Source: an optimization exercise on an open RTL-to-GDS flow (aim: small area). Production flows keep margins and buffers that such runs may drop. The RTL was checked by simulation tests, not by an equivalence proof against the original design.

// myidct_less_lut
module myidct_less_lut(clk, rst, start, dct_2d, idct_2d, rdy);
output [7:0] idct_2d;
output rdy;
input clk, rst, start;
input [11:0] dct_2d;
integer n;
wire en = start & ~rst;
reg [5:0] pos;
reg wrapped;
reg rdy_q;
always @(posedge clk) begin
    if (rst) begin
        pos <= 6'd0;
        wrapped <= 1'b0;
        rdy_q <= 1'b0;
    end else if (start) begin
        pos <= pos + 6'd1;
        if (pos == 6'd63) wrapped <= 1'b1;
        if (wrapped && pos == 6'd11) rdy_q <= 1'b1;
    end
end
wire [2:0] ph = pos[2:0];
reg [11:0] xin [0:55];
always @(posedge clk) begin
    if (start && pos[5:3] != 3'd7) begin
        xin[0] <= dct_2d;
        for (n = 1; n < 56; n = n + 1) xin[n] <= xin[n-1];
    end
end
reg [11:0] xs [0:63];
always @(posedge clk) begin
    if (start && pos == 6'd63) begin
        for (n = 0; n < 56; n = n + 1) xs[n] <= xin[55-n];
    end
    if (start && pos[5:3] == 3'd7) xs[{3'd7, pos[2:0]}] <= dct_2d;
end
wire [7:0] rsel;
assign rsel[7] = (ph == 3'd0);
genvar g, h;
generate
    for (h = 0; h < 7; h = h + 1) begin : rdec
        assign rsel[h] = (ph == h + 1);
    end
endgenerate
reg [11:0] xr [0:7];
always @(*) begin
    for (n = 0; n < 8; n = n + 1)
        xr[n] = (xs[n] & {12{rsel[0]}}) | (xs[8+n] & {12{rsel[1]}}) |
                (xs[16+n] & {12{rsel[2]}}) | (xs[24+n] & {12{rsel[3]}}) |
                (xs[32+n] & {12{rsel[4]}}) | (xs[40+n] & {12{rsel[5]}}) |
                (xs[48+n] & {12{rsel[6]}}) | (xs[56+n] & {12{rsel[7]}});
end
wire [2:0] r_sel;
wire [11:0] r_x0, r_x1, r_x2, r_x3, r_x4, r_x5, r_x6, r_x7;
wire [27:0] r_y;
wire r_s4 = (r_sel == 3'd1) | (r_sel == 3'd2) | (r_sel == 3'd5) | (r_sel == 3'd6);
wire [11:0] r_x4s = {12{r_s4}} ^ r_x4;
  ...
clock: 15.0 ns
lec_check: 0
cap_margin: 0
core_margin: 2
core_utilization: 65
cts_cluster_diameter: 100
cts_cluster_size: 28
place_density: 0.72
slew_margin: 0
synth_hierarchical: 1
synth_minimum_keep_size: 0
run.sh (not shown) runs the stock make flow with config.mk's settings and CLKGATE_MAP_FILE= SYNTH_SCRIPT=/design/flow/synth_recipe.tcl, a recipe that flattens the netlist after the stock synthesis.
Rerun with:
- CTS_BUF_LIST: unset -> sky130_fd_sc_hd__clkbuf_8
- CTS_CLUSTER_DIAMETER: 100 -> 60
- CTS_CLUSTER_SIZE: 28 -> 16
What happened:
- The changed run finished clean
- clock skew is higher by 0.029 ns
- routed wire length is lower by 0.71%
- hold slack degrades by 0.029 ns
- fmax hardly moves
- non-clock buffer count does not change
- synthesized cell count is unchanged
Rerun with:
- CTS_BUF_LIST: sky130_fd_sc_hd__clkbuf_8 -> unset
- CTS_CLUSTER_DIAMETER: 60 -> 70
- CTS_CLUSTER_SIZE: 16 -> 30
The changed run passed the timing, DRC and antenna checks.
Maximum frequency shrinks slightly.
Synthesized cell count is unchanged.
Non-clock buffer count stays the same.
Wire length grows slightly.
Cell count shrinks slightly.
Setup slack is worse by 0.095 ns.
Area after synthesis stays the same.
Via count hardly moves.
Rerun with:
- CTS_CLUSTER_DIAMETER: 70 -> 100
- CTS_CLUSTER_SIZE: 30 -> 28
- PLACE_DENSITY: 0.72 -> 0.8
=> Setup slack is about the same; sequential share of layout area grows by 0.28 points; maximum frequency stays flat; global-route usage climbs by 0.66 points; final area drops by 0.53%; sequential cell count does not change; via count came out higher by 1.7%.

myidct_less_lut, a different RTL version from the one above (not shown whole).
For scale: ~2,000 flip-flops, roughly 24 I/O pins, roughly 110,000 um^2 of cells after synthesis.
// myidct_less_lut
module myidct_less_lut(clk, rst, start, dct_2d, idct_2d, rdy);
export LEC_CHECK = 0
export CAP_MARGIN = 20
export CORE_MARGIN = 2
export CORE_UTILIZATION = 65
export PLACE_DENSITY = 0.72
export SLEW_MARGIN = 20
export SYNTH_HIERARCHICAL = 1
export SYNTH_MINIMUM_KEEP_SIZE = 0
create_clock -name core_clock -period 15.0 [get_ports {clk}]
The baseline produced a clean layout.
Rerun with:
CTS_CLUSTER_DIAMETER = 100   (was unset)
CTS_CLUSTER_SIZE = 32   (was unset)
Flip-flop and latch count is unchanged; routed wire length decreases by 3.4%; cell count decreases by 2.9%.
Rerun with:
CTS_CLUSTER_SIZE = 24   (was 32)
Effect: The changed run passed the timing, DRC and antenna checks; final cell count barely changes; setup slack is worse by 0.081 ns; via count climbs by 0.40%.
Rerun with:
CAP_MARGIN = 0   (was 20)
CTS_CLUSTER_SIZE = 28   (was 24)
SLEW_MARGIN = 0   (was 20)
Via count does not change.
Clock skew fell by 0.042 ns.
Critical path depth fell by 2.
Routed wire length is about the same.
Worst setup slack loses 0.11 ns.
Non-clock buffer count fell by 1.

## port drivers added, routing unchanged
The results above use ideal ports. As a check the final layouts listed here were re-extracted and re-timed, cells and wires unchanged. Step 1 (the two cells are an assumption about what drives the block):
set clk [get_ports {clk}]
set_driving_cell -lib_cell sky130_fd_sc_hd__clkbuf_16 $clk
set_driving_cell -lib_cell sky130_fd_sc_hd__buf_2 [delete_from_list [all_inputs] $clk]
Step 2 moves the port delays by t, midway between the first and last clock arrival at a register: inputs arrive t later, outputs are due t later. That takes back most of the time a late clock gives input paths. a / b / c = ideal / step 1 / step 2; a / b = the first two.
run | shift t [ns] | setup WS [ns] | worst setup path after step 2 | pins driven straight from the clock port
the first run of note 1 | 0.823 | 1.191 / 1.191 / 1.191 | register to register | 1
the second run of note 1 | 0.988 | 1.223 / 1.223 / 1.223 | register to register | 1
the third run of note 1 | 0.831 | 1.129 / 1.129 / 1.129 | register to register | 1
the fourth run of note 1 | 0.826 | 1.131 / 1.131 / 1.131 | register to register | 1
the first run of note 2 | 0.891 | 1.127 / 1.127 / 1.127 | register to register | 1
the second run of note 2 | 0.812 | 1.318 / 1.318 / 1.318 | register to register | 1
the third run of note 2 | 0.830 | 1.237 / 1.237 / 1.237 | register to register | 1
the fourth run of note 2 | 0.819 | 1.123 / 1.123 / 1.123 | register to register | 1
After both steps setup and hold are still met in every run listed.
